Context: an optimization exercise on an open-source flow, tuned for small area, a short achievable clock period and few clock cycles per item. The choices shown serve that exercise and are no tape-out recipe.

==> flow/design.v <==
module huffman_top (
    input         clk,
    input         reset,
    input         gray_valid,
    input  [7:0]  gray_data,
    output        CNT_valid,
    output [47:0] CNT,
    output        code_valid,
    output [47:0] HC,
    output [47:0] M
);
reg        vld, srt, mrg, clr, cnt_v, code_v;
reg  [4:1] F;
always @(posedge clk or posedge reset) begin
    if (reset) begin
        vld <= 1'b0; srt <= 1'b0; mrg <= 1'b0; clr <= 1'b1;
        F <= 4'b0; cnt_v <= 1'b0; code_v <= 1'b0;
    end else begin
        vld    <= gray_valid;
        cnt_v  <= vld && !gray_valid;
        code_v <= mrg && !F[1];
        clr    <= mrg && !F[1];
        if (vld && !gray_valid) begin
            srt <= 1'b1;
            F   <= 4'b1111;
        end else if (srt || mrg) begin
            if (!F[1]) begin
                srt <= 1'b0;
                mrg <= srt;
                F   <= {4{srt}};
            end else
                F <= {1'b0, F[4:2]};
        end
    end
end
reg  [6:0] R [0:5];
reg  [2:0] p [0:5];
reg  [4:0] hc [0:5];
reg  [2:0] ln [0:5];    
reg  [6:0] S;
wire [6:0] X = ({7{srt}} & R[0]) | ({7{mrg}} & S);
wire [7:0] b;
assign b[0] = 1'b0;
assign b[1] = srt && (F[1] || R[1] < X);
assign b[2] = (srt && F[2]) || R[2] < X;
assign b[3] = (srt && F[3]) || R[3] < X;
assign b[4] = (srt && F[4]) || R[4] < X;
assign b[5] = R[5] < X;
assign b[6] = 1'b0;
assign b[7] = 1'b0;
wire [6:0] A1 = R[2] + (srt ? R[1] : R[3]);
wire [6:0] A2 = (srt ? R[0] : R[2]) + (srt ? R[1] : S);
always @(posedge clk)
    S <= (srt ? b[2] : b[3]) ? A1 : A2;
wire [5:0] inc;
genvar g;
generate for (g = 0; g < 6; g = g + 1) begin : sym
    assign inc[g] = gray_valid && (gray_data[2:0] == ((g == 5) ? 3'd1 : g + 2));
end endgenerate
integer m;
reg [6:0] r1, r2, ra, rb, ones;
reg       s1, s0;
always @(posedge clk) begin
    for (m = 0; m < 6; m = m + 1) begin
        r1 = (m < 5) ? R[m + 1] : 7'd127;
        r2 = (m < 4) ? R[m + 2] : 7'd127;
        ra = srt ? r1 : r2;
        ones = {&R[m][5:0], &R[m][4:0], &R[m][3:0], &R[m][2:0], &R[m][1:0], R[m][0], 1'b1};
        rb = mrg ? r1 : R[m] ^ (ones & {7{inc[m]}});
        s1 = (srt && b[m + 1]) || (mrg && b[m + 2]);
        s0 = (srt && b[m]) || (mrg && b[m + 1]) || ((srt || mrg) && m == 0) || clr;
        R[m] <= s1 ? ra : s0 ? X : rb;
    end
end
wire [5:1] t = srt ? b[5:1] : {1'b0, b[5:2]};
wire [2:0] q = {t[3], t[2] & !t[5], t[1] & !t[4]};
function [2:0] jdec1(input [2:0] j);    
    jdec1 = {!j[0], j[2], j[1]};
endfunction
function [2:0] jdec2(input [2:0] j);    
    jdec2 = {!j[1], !j[0], j[2]};
endfunction
function [5:0] jhot(input [2:0] j);     
    jhot = {j[2] & !j[1], j[1] & !j[0], j[2] & j[0], !j[2] & j[1], !j[1] & j[0], !j[2] & !j[0]};
endfunction
localparam [17:0] PINIT = {3'b110, 3'b111, 3'b011, 3'b001, 3'b000, 3'b100};
integer k;
reg [5:0] h, lh;
reg       bp, first2, inv, one;
reg [2:0] base, nxt;
always @(posedge clk) begin
    for (k = 0; k < 6; k = k + 1) begin
        h = jhot(p[k]);
        bp = |(h[5:1] & b[5:1]);
        first2 = h[0] | h[1];
        base = srt ? p[k] : jdec1(p[k]);
        nxt = bp ? jdec1(base) : base;
        p[k] <= (srt || mrg) ? (((srt && h[0]) || (mrg && first2)) ? q : nxt)
                             : PINIT[3 * k +: 3];
        inv = mrg && first2;
        one = mrg && h[0];
        ln[k] <= ({3{mrg & !first2}} & ln[k]) | ({3{inv}} & {ln[k][1:0], !ln[k][2]});
        lh = jhot(ln[k]);
        hc[k] <= ({5{mrg}} & hc[k]) | ({5{one}} & lh[4:0]);
    end
end
assign CNT_valid  = cnt_v;
assign code_valid = code_v;
assign CNT = {1'b0, R[5], 1'b0, R[0], 1'b0, R[1], 1'b0, R[2], 1'b0, R[3], 1'b0, R[4]};
assign HC  = {3'b0, hc[0], 3'b0, hc[1], 3'b0, hc[2], 3'b0, hc[3], 3'b0, hc[4], 3'b0, hc[5]};
function [7:0] mask(input [2:0] j);
    mask = {3'b0, j[2] & !j[1], j[2] & !j[0], j[2], j[2] | j[1], 1'b1};
endfunction
assign M   = {mask(ln[0]), mask(ln[1]), mask(ln[2]), mask(ln[3]), mask(ln[4]), mask(ln[5])};
endmodule
export LEC_CHECK = 0
export ABC_AREA = 1
export CAP_MARGIN = 20
export CORE_MARGIN = 2
export CORE_UTILIZATION = 40
export CTS_BUF_LIST = sky130_fd_sc_hd__clkbuf_8
export SLEW_MARGIN = 20
create_clock -name core_clock -period 10.0 [get_ports {clk}]
standard.sh (not shown) runs the stock make flow with config.mk's settings and CLKGATE_MAP_FILE= SYNTH_SCRIPT=/design/flow/synth_recipe.tcl, a recipe that flattens the netlist after the stock synthesis.
==> flow/flow/run.sh <==
#!/bin/bash
set -euo pipefail
export BUFFER_PORTS_ARGS="-buffer_cell sky130_fd_sc_hd__buf_1"
export SETUP_SLACK_MARGIN=6.5
bash standard.sh finish > flow.log 2>&1
==> next run, changes <==
--- a/flow/design.v
+++ b/flow/design.v
@@ -51,12 +51,15 @@
 wire [6:0] A1 = R[2] + (srt ? R[1] : R[3]);
 wire [6:0] A2 = (srt ? R[0] : R[2]) + (srt ? R[1] : S);
 always @(posedge clk)
     S <= (srt ? b[2] : b[3]) ? A1 : A2;
+reg  [2:0] px;
+always @(posedge clk)
+    px <= gray_data[2:0];
 wire [5:0] inc;
 genvar g;
 generate for (g = 0; g < 6; g = g + 1) begin : sym
-    assign inc[g] = gray_valid && (gray_data[2:0] == ((g == 5) ? 3'd1 : g + 2));
+    assign inc[g] = vld && (px == ((g == 5) ? 3'd1 : g + 2));
 end endgenerate
 integer m;
 reg [6:0] r1, r2, ra, rb, ones;
 reg       s1, s0;
Via count went down by 0.60%.
Critical path depth came out higher by 3.
Worst setup slack barely changes.
Wire length falls by 1.9%.
Die area grows by 0.96%.
First-iteration DRC count climbs by 24%.
No run of this note included a check of the RTL's function; only the layout flow was run.

========
## the baseline
Another version of the RTL of huffman_top (not shown whole).
Size: roughly 0.0088 sq mm of cells after synthesis.
==> module huffman_top, before the edit <==
module huffman_top (
    input         clk,
    input         reset,
    input         gray_valid,
    input  [7:0]  gray_data,
    output        CNT_valid,
    output [47:0] CNT,
    output        code_valid,
    output [47:0] HC,
    output [47:0] M
);
reg        vld, srt, mrg, clr, cnt_v, code_v, gm;
reg  [4:1] F;
always @(posedge clk or posedge reset) begin
    if (reset) begin
        vld <= 1'b0; srt <= 1'b0; mrg <= 1'b0; clr <= 1'b1;
        F <= 4'b0; cnt_v <= 1'b0; code_v <= 1'b0; gm <= 1'b0;
    end else begin
        vld    <= gray_valid;
        cnt_v  <= vld && !gray_valid;
        code_v <= mrg && !F[1];
        clr    <= mrg && !F[1];
        if (vld && !gray_valid) begin
            srt <= 1'b1;
            gm  <= 1'b0;
            F   <= 4'b1111;
        end else if (srt || mrg) begin
            if (!F[1]) begin
                srt <= 1'b0;
                if (srt) gm <= 1'b1;
                mrg <= srt;
                F   <= {4{srt}};
            end else
                F <= {1'b0, F[4:2]};
        end
    end
end
reg  [6:0] R [0:5];
reg  [2:0] p [0:5];
reg  [4:0] hc [0:5];
reg  [2:0] ln [0:5];    
wire [6:0] X = (clr ? 7'd0 : R[0]) + (mrg ? R[1] : 7'd0);
wire [6:0] r1c = gm ? R[1] : 7'd0;
function lt3(input [6:0] a, input [6:0] c, input [6:0] r);
    reg [6:0] s, k;
    reg [7:0] t;
    begin
        s = a ^ c ^ ~r;
        k = (a & c) | (a & ~r) | (c & ~r);
        t = {1'b0, s} + {k[5:0], 1'b0};
        lt3 = k[6] | t[7];
    end
endfunction
wire [7:0] b;
assign b[0] = 1'b0;
assign b[1] = srt && (F[1] || R[1] < R[0]);
assign b[2] = (srt && F[2]) || lt3(R[0], r1c, R[2]);
assign b[3] = (srt && F[3]) || lt3(R[0], r1c, R[3]);
assign b[4] = (srt && F[4]) || lt3(R[0], r1c, R[4]);
assign b[5] = lt3(R[0], r1c, R[5]);
assign b[6] = 1'b0;
assign b[7] = 1'b0;
reg  [2:0] px;
always @(posedge clk)
    px <= gray_data[2:0];
wire [5:0] inc;
genvar g;
generate for (g = 0; g < 6; g = g + 1) begin : sym
    assign inc[g] = vld && (px == ((g == 5) ? 3'd1 : g + 2));
end endgenerate
integer m;
reg [6:0] r1, r2, ra, rb, ones;
reg       s1, s0;
always @(posedge clk) begin
    for (m = 0; m < 6; m = m + 1) begin
        r1 = (m < 5) ? R[m + 1] : 7'd127;
        r2 = (m < 4) ? R[m + 2] : 7'd127;
        ra = srt ? r1 : r2;
        ones = {&R[m][5:0], &R[m][4:0], &R[m][3:0], &R[m][2:0], &R[m][1:0], R[m][0], 1'b1};
        rb = mrg ? r1 : R[m] ^ (ones & {7{inc[m]}});
        s1 = (srt && b[m + 1]) || (mrg && b[m + 2]);
        s0 = (srt && b[m]) || (mrg && b[m + 1]) || ((srt || mrg) && m == 0) || clr;
        R[m] <= s1 ? ra : s0 ? X : rb;
    end
end
wire [5:1] t = srt ? b[5:1] : {1'b0, b[5:2]};
wire [2:0] q = {t[3], t[2] & !t[5], t[1] & !t[4]};
function [2:0] jdec1(input [2:0] j);    
    jdec1 = {!j[0], j[2], j[1]};
endfunction
function [2:0] jdec2(input [2:0] j);    
    jdec2 = {!j[1], !j[0], j[2]};
endfunction
function [5:0] jhot(input [2:0] j);     
    jhot = {j[2] & !j[1], j[1] & !j[0], j[2] & j[0], !j[2] & j[1], !j[1] & j[0], !j[2] & !j[0]};
endfunction
localparam [17:0] PINIT = {3'b110, 3'b111, 3'b011, 3'b001, 3'b000, 3'b100};
integer k;
reg [5:0] h, lh;
reg       bp, first2, inv, one;
always @(posedge clk) begin
    for (k = 0; k < 6; k = k + 1) begin
        h = jhot(p[k]);
        bp = |(h[5:1] & b[5:1]);
        first2 = h[0] | h[1];
        p[k] <= ({3{srt & h[0]}} & q) | ({3{srt & !h[0] & bp}} & jdec1(p[k]))
              | ({3{srt & !h[0] & !bp}} & p[k])
              | ({3{mrg & first2}} & q) | ({3{mrg & !first2 & bp}} & jdec2(p[k]))
              | ({3{mrg & !first2 & !bp}} & jdec1(p[k]))
              | ({3{!srt & !mrg}} & PINIT[3 * k +: 3]);
        inv = mrg && first2;
        one = mrg && h[0];
        ln[k] <= ({3{mrg & !first2}} & ln[k]) | ({3{inv}} & {ln[k][1:0], !ln[k][2]});
        lh = jhot(ln[k]);
        hc[k] <= ({5{mrg}} & hc[k]) | ({5{one}} & lh[4:0]);
    end
end
assign CNT_valid  = cnt_v;
assign code_valid = code_v;
assign CNT = {1'b0, R[5], 1'b0, R[0], 1'b0, R[1], 1'b0, R[2], 1'b0, R[3], 1'b0, R[4]};
assign HC  = {3'b0, hc[0], 3'b0, hc[1], 3'b0, hc[2], 3'b0, hc[3], 3'b0, hc[4], 3'b0, hc[5]};
function [7:0] mask(input [2:0] j);
    mask = {3'b0, j[2] & !j[1], j[2] & !j[0], j[2], j[2] | j[1], 1'b1};
endfunction
assign M   = {mask(ln[0]), mask(ln[1]), mask(ln[2]), mask(ln[3]), mask(ln[4]), mask(ln[5])};
endmodule
Settings: LEC_CHECK=0, ABC_AREA=1, CAP_MARGIN=20, CORE_MARGIN=2, CORE_UTILIZATION=40, CTS_BUF_LIST=sky130_fd_sc_hd__clkbuf_8, SLEW_MARGIN=20; clock period 10.0 ns.
==> flow/flow/run.sh <==
#!/bin/bash
set -euo pipefail
export BUFFER_PORTS_ARGS="-buffer_cell sky130_fd_sc_hd__buf_1"
export SETUP_SLACK_MARGIN=6.7
bash standard.sh finish > flow.log 2>&1
### the baseline -> the candidate
-- flow/design.v --
<<< the baseline, line 12
reg        vld, srt, mrg, clr, cnt_v, code_v, gm;
reg  [4:1] F;
always @(posedge clk or posedge reset) begin
    if (reset) begin
        vld <= 1'b0; srt <= 1'b0; mrg <= 1'b0; clr <= 1'b1;
        F <= 4'b0; cnt_v <= 1'b0; code_v <= 1'b0; gm <= 1'b0;
    end else begin
        vld    <= gray_valid;
>>> the candidate, line 12
reg        vld, srt, mrg, clr, cnt_v, code_v, gm;
reg  [4:1] F;
always @(posedge clk)
    if (vld && !gray_valid)
        F <= 4'b1111;
    else if (srt || mrg)
        F <= F[1] ? {1'b0, F[4:2]} : {4{srt}};
always @(posedge clk or posedge reset) begin
    if (reset) begin
        vld <= 1'b0; srt <= 1'b0; mrg <= 1'b0; clr <= 1'b1;
        cnt_v <= 1'b0; code_v <= 1'b0; gm <= 1'b0;
    end else begin
        vld    <= gray_valid;
<<< the baseline, line 24
            srt <= 1'b1;
            gm  <= 1'b0;
            F   <= 4'b1111;
        end else if (srt || mrg) begin
            if (!F[1]) begin
                srt <= 1'b0;
                if (srt) gm <= 1'b1;
                mrg <= srt;
                F   <= {4{srt}};
            end else
                F <= {1'b0, F[4:2]};
        end
    end
>>> the candidate, line 29
            srt <= 1'b1;
            gm  <= 1'b0;
        end else if ((srt || mrg) && !F[1]) begin
            srt <= 1'b0;
            if (srt) gm <= 1'b1;
            mrg <= srt;
        end
    end
<<< the baseline, line 70
end endgenerate
integer m;
reg [6:0] r1, r2, ra, rb, ones;
reg       s1, s0;
always @(posedge clk) begin
>>> the candidate, line 70
end endgenerate
integer m;
reg [6:0] r1, r2, ones;
reg       s1, s0;
always @(posedge clk) begin
<<< the baseline, line 76
        r1 = (m < 5) ? R[m + 1] : 7'd127;
        r2 = (m < 4) ? R[m + 2] : 7'd127;
        ra = srt ? r1 : r2;
        ones = {&R[m][5:0], &R[m][4:0], &R[m][3:0], &R[m][2:0], &R[m][1:0], R[m][0], 1'b1};
        rb = mrg ? r1 : R[m] ^ (ones & {7{inc[m]}});
        s1 = (srt && b[m + 1]) || (mrg && b[m + 2]);
        s0 = (srt && b[m]) || (mrg && b[m + 1]) || ((srt || mrg) && m == 0) || clr;
        R[m] <= s1 ? ra : s0 ? X : rb;
    end
end
>>> the candidate, line 76
        r1 = (m < 5) ? R[m + 1] : 7'd127;
        r2 = (m < 4) ? R[m + 2] : 7'd127;
        ones = {&R[m][5:0], &R[m][4:0], &R[m][3:0], &R[m][2:0], &R[m][1:0], R[m][0], 1'b1};
        s0 = (srt && (b[m] || m == 0)) || (mrg && !b[m + 2]) || clr;
        s1 = (srt && !b[m + 1] && (b[m] || m == 0)) || (mrg && (b[m + 1] || m == 0)) || clr;
        case ({s1, s0})
            2'd0: R[m] <= R[m] ^ (ones & {7{inc[m]}});
            2'd1: R[m] <= r1;
            2'd2: R[m] <= r2;
            2'd3: R[m] <= X;
        endcase
    end
end
<<< the baseline, line 99
reg [5:0] h, lh;
reg       bp, first2, inv, one;
always @(posedge clk) begin
    for (k = 0; k < 6; k = k + 1) begin
>>> the candidate, line 102
reg [5:0] h, lh;
reg       bp, first2, inv, one;
reg [2:0] base, nxt;
always @(posedge clk) begin
    for (k = 0; k < 6; k = k + 1) begin
<<< the baseline, line 104
        bp = |(h[5:1] & b[5:1]);
        first2 = h[0] | h[1];
        p[k] <= ({3{srt & h[0]}} & q) | ({3{srt & !h[0] & bp}} & jdec1(p[k]))
              | ({3{srt & !h[0] & !bp}} & p[k])
              | ({3{mrg & first2}} & q) | ({3{mrg & !first2 & bp}} & jdec2(p[k]))
              | ({3{mrg & !first2 & !bp}} & jdec1(p[k]))
              | ({3{!srt & !mrg}} & PINIT[3 * k +: 3]);
        inv = mrg && first2;
        one = mrg && h[0];
>>> the candidate, line 108
        bp = |(h[5:1] & b[5:1]);
        first2 = h[0] | h[1];
        base = srt ? p[k] : jdec1(p[k]);
        nxt = bp ? jdec1(base) : base;
        p[k] <= (srt || mrg) ? (((srt && h[0]) || (mrg && first2)) ? q : nxt)
                             : PINIT[3 * k +: 3];
        inv = mrg && first2;
        one = mrg && h[0];
### Flow results
- The higher adder-cell area share of the yosys netlist came out of the candidate.
- From the candidate to the baseline, initial antenna violation count did not move at all.
- Summary of the candidate over the baseline: final HPWL from detailed placement fell by 8.1%, iteration count of the initial detailed-routing pass increased 1.
- met2 routing resource usage after global routing is lower on the baseline
- The baseline leaves less setup margin than the candidate.
No run of this note included a check of the RTL's function; only the layout flow was run.

[re-timing with driven ports]
In the flow no input, the clock included, has a driving cell. The finished layouts below were timed again as built, in two steps. Step 1: set_driving_cell puts a clkbuf_16 on clk and a buf_2 on each other input, an assumption about the parent block. Step 2 also shifts input and output timing later by t, the mid clock arrival at the registers, as if the neighbouring blocks saw the same clock. Three values: ideal ports, drivers, drivers and shift; two values: the first two.
run | t, ns | slack for setup (ns) | hold WS [ns] | pins driven straight from the clock port
the first run of note 1 | 0.499 | 6.686 / 6.687 / 6.206 | 0.455 / 0.455 / 0.455 | 1
the second run of note 1 | 0.496 | 6.688 / 6.688 / 6.688 | 0.457 / 0.457 / 0.457 | 1
the baseline | 0.492 | 6.760 / 6.717 / 6.808 | 0.462 / 0.462 / 0.462 | 1
the candidate | 0.496 | 6.804 / 6.763 / 6.952 | 0.464 / 0.464 / 0.464 | 1
After both steps setup and hold are still met in every run listed. For the first run of note 1, which loses most, drivers alone change the setup slack by +0.001 ns; drivers and shift together by -0.480 ns.
